From an optimization exercise on the open Yosys and OpenROAD flow, aimed at small area; shortcuts taken in it are not production practice. In this exercise RTL edits were held to simulation tests only and were not proved equivalent to the original. Power is estimated from default activity; no workload was simulated.

==> run a: inputs <==
Design turn_points_rom, start of the top module:
module turn_points_rom(
    input                   clk,
    input                   reset,
    input                   load_raw,
    input [ 1:0]            song,
    input [10:0]            refer_x, refer_y,
    input [ 9:0]            current_block_x, current_block_y,
    input [ 9:0]            x1, y1, x2, y2,
    output reg              fail,
    output                  is_road,
    output [2:0]            debug
    );
==> flow/config.mk <==
export PLATFORM = sky130hd
export DESIGN_NAME = turn_points_rom
export DESIGN_NICKNAME = turn_points_rom
export VERILOG_FILES = /design/flow/design.v
export SDC_FILE = /design/flow/constraint.sdc
export NUM_CORES = 8
export LEC_CHECK = 0
export CAP_MARGIN = 20
export CORE_MARGIN = 2
export CORE_UTILIZATION = 40
export CTS_BUF_LIST = sky130_fd_sc_hd__clkbuf_4
export SETUP_SLACK_MARGIN = 0.4
export SLEW_MARGIN = 20
export SYNTH_MEMORY_MAX_BITS = 16384
==> flow/constraint.sdc <==
create_clock -name core_clock -period 10.0 [get_ports {clk}]
set_input_delay 2.0000 -clock core_clock [delete_from_list [all_inputs] [get_ports {clk}]]
set_output_delay 2.0000 -clock core_clock [all_outputs]
set_load 0.01 [all_outputs]
standard.sh (not shown) runs the stock make flow with config.mk's settings and CLKGATE_MAP_FILE= SYNTH_SCRIPT=/design/flow/synth_recipe.tcl, a recipe that flattens the netlist after the stock synthesis.
==> flow/flow/run.sh <==
#!/bin/bash
# Own layout flow: the standard synthesis (same script, same register mapping) with
# two changes to the combinational mapping: Yosys's extract_fa (half/full adder cells)
# is skipped and ABC runs the area-oriented script flow/abc.script instead of ORFS's
# delay script. Then the standard layout steps (standard.sh), with every port still
# buffered (by buf_1 cells), and clock tree synthesis with clkbuf_4 cells, small sink
# clusters and no dummy loads. Each tool's output goes to synth.log / layout.log here.
set -euo pipefail
W=$(pwd)
F=$W/flow
python3 - "$FLOW_HOME/scripts/synth.tcl" "$W/synth_area.tcl" "$F/abc.script" <<'PY'
import sys
src, dst, script = sys.argv[1:4]
s = open(src).read()
old = "  log_cmd abc {*}$abc_args\n"
assert s.count(old) == 1
new = ("  set abc_args [lreplace $abc_args 1 1 " + script + "]\n"
       "  set i [lsearch $abc_args -D]\n"
       "  if { $i >= 0 } { set abc_args [lreplace $abc_args $i [expr {$i + 1}]] }\n" + old)
s = s.replace(old, new)
old = "  extract_fa {*}[dont_use_extract_fa_args]\n"
assert s.count(old) == 1
s = s.replace(old, "")
open(dst, "w").write(s)
PY
python3 - "$W/synth_recipe.tcl" "$W/synth_top.tcl" "$W/synth_area.tcl" <<'PY'
import sys
src, dst, inner = sys.argv[1:4]
s = open(src).read()
old = "source $::env(SCRIPTS_DIR)/synth.tcl"
assert s.count(old) == 1
open(dst, "w").write(s.replace(old, "source " + inner))
PY
make -C "$FLOW_HOME" DESIGN_CONFIG="$W/config.mk" WORK_HOME="$W/orfs" CLKGATE_MAP_FILE= \
    SYNTH_SCRIPT="$W/synth_top.tcl" synth > "$W/synth.log" 2>&1
bash standard.sh "BUFFER_PORTS_ARGS=-buffer_cell sky130_fd_sc_hd__buf_1" "CTS_ARGS=-sink_clustering_enable -repair_clock_nets -buf_list sky130_fd_sc_hd__clkbuf_4 -dont_use_dummy_load -sink_clustering_size 8 -sink_clustering_max_diameter 40" finish > "$W/layout.log" 2>&1
==> flow/flow/abc.script <==
strash
balance -l
resub -K 6 -l
rewrite -l
resub -K 6 -N 2 -l
refactor -l
resub -K 8 -l
balance -l
resub -K 8 -N 2 -l
rewrite -l
resub -K 10 -l
rewrite -z -l
resub -K 10 -N 2 -l
balance -l
resub -K 12 -l
refactor -z -l
resub -K 12 -N 2 -l
rewrite -z -l
balance -l
&get -n
&get -n
&deepsyn -T 600
&put
dch -f
amap
strash
dch -f
amap
topo
==> run b (differences from run a) <==
--- a/flow/flow/run.sh
+++ b/flow/flow/run.sh
@@ -2,9 +2,7 @@
 # Own layout flow: the standard synthesis (same script, same register mapping) with
 # two changes to the combinational mapping: Yosys's extract_fa (half/full adder cells)
 # is skipped and ABC runs the area-oriented script flow/abc.script instead of ORFS's
-# delay script. Then the standard layout steps (standard.sh), with every port still
-# buffered (by buf_1 cells), and clock tree synthesis with clkbuf_4 cells, small sink
-# clusters and no dummy loads. Each tool's output goes to synth.log / layout.log here.
+# delay script. Then the standard layout steps, with port buffers of buf_2.
 set -euo pipefail
 W=$(pwd)
 F=$W/flow
@@ -33,4 +31,4 @@
 PY
 make -C "$FLOW_HOME" DESIGN_CONFIG="$W/config.mk" WORK_HOME="$W/orfs" CLKGATE_MAP_FILE= \
     SYNTH_SCRIPT="$W/synth_top.tcl" synth > "$W/synth.log" 2>&1
-bash standard.sh "BUFFER_PORTS_ARGS=-buffer_cell sky130_fd_sc_hd__buf_1" "CTS_ARGS=-sink_clustering_enable -repair_clock_nets -buf_list sky130_fd_sc_hd__clkbuf_4 -dont_use_dummy_load -sink_clustering_size 8 -sink_clustering_max_diameter 40" finish > "$W/layout.log" 2>&1
+bash standard.sh "BUFFER_PORTS_ARGS=-buffer_cell sky130_fd_sc_hd__buf_1" "CTS_ARGS=-sink_clustering_enable -repair_clock_nets -buf_list sky130_fd_sc_hd__clkbuf_2 -dont_use_dummy_load -sink_clustering_size 6 -sink_clustering_max_diameter 30" finish > "$W/layout.log" 2>&1
--- a/flow/config.mk
+++ b/flow/config.mk
@@ -8,7 +8,7 @@
 export CAP_MARGIN = 20
 export CORE_MARGIN = 2
 export CORE_UTILIZATION = 40
-export CTS_BUF_LIST = sky130_fd_sc_hd__clkbuf_4
+export CTS_BUF_LIST = sky130_fd_sc_hd__clkbuf_2
 export SETUP_SLACK_MARGIN = 0.4
 export SLEW_MARGIN = 20
 export SYNTH_MEMORY_MAX_BITS = 16384
==> comparison <==
- Run b ran to the end with no violations. Run a went through all stages and came out clean.
- Of run b and run a, run a has the higher routed wire length (gap 0.51%, measured against run a).
- Of run a and run b, run a has the higher fmax (gap about 3%, measured against run b).
- Of run a and run b, run b has the higher first-iteration DRC count (gap 0.67%, measured against run b).
- Between run b and run a, the lower clock skew is in run a (gap 0.20 ns).
- In run a the non-clock buffer count is higher than in run b, by 1.
- Combinational power is about the same in run b and run a.
- Final cell count: run a is lower than run b (about 0.25%).
- Of run b and run a, run a has the higher critical path depth (gap 1).
- In synthesized area, run b and run a do not differ.
- Between run b and run a, the lower design area is in run b (gap 0.33%, measured against run a).
==> figures <==
| quantity | run b | run a |
|---|---|---|
| Outcome | finished clean | finished clean |
| Clock Skews | 0.275 ns | 0.0768 ns |
| Worst reg2reg startpoint | cnt[6] | cnt[3] |
| Fraction of area in non-clock buffers | 0.0547 | 0.0547 |
| Non-Filler Instances | 5177 | 5164 |
| Met3 GRT Util | 0.210 | 0.203 |
| Master cell of the clock root buffer | sky130_fd_sc_hd__clkbuf_2 | sky130_fd_sc_hd__clkbuf_4 |
| LEAKAGE | 0.0101 uW | 0.0100 uW |
| Critical path startpoint category | register | input port |
| Clock network power share | 0.129 | 0.140 |
| Vias | 38700 | 38800 |
| Buffers and inverters on the worst path | 6 | 5 |
| Wire length of the first global-routing pass | 263 mm | 264 mm |
| Final-layout clock buffer total | 90 | 72 |
| Switching power share of the total | 0.556 | 0.548 |
| Amount of wire on met3 after detailed routing | 29.3 mm | 29.2 mm |
| Logic depth of the worst setup path including buffers | 21 | 22 |
| Routed length on met2 | 76.0 mm | 75.7 mm |
| Switching power of the nets | 3310 uW | 3320 uW |
| Slowest cell delay on critical path | 0.93 ns | 0.79 ns |
| Fraction of standard cell area in multi-input logic | 0.565 | 0.563 |

==> re-timing with driven ports <==
Ports are ideal in the flow. The routed layouts listed here were re-timed in OpenROAD. Step 1 assumes that a clkbuf_16 drives the clock port and a buf_2 every other input. Step 2, shift: input delay + t, output delay - t, t = (earliest + latest rising clock arrival at the registers) / 2. This alone moves slack from input paths to output paths. Three values: no drivers, after step 1, after step 2; two values: the first two.
run	shift t [ns]	setup WS [ns]	latest minus earliest clock arrival (ns)	cell pins on the clock port's net
run a	0.924	1.059 / 1.027 / 1.031	0.089 / 0.088	1
run b	1.131	0.794 / 0.730 / 1.003	0.320 / 0.319	1
Clock arrivals are far apart in run b, so t is only a midpoint there and step 2 fits no single register. The setup slack of run a, which loses most, moves by -0.032 ns with the drivers and by -0.028 ns with both steps.
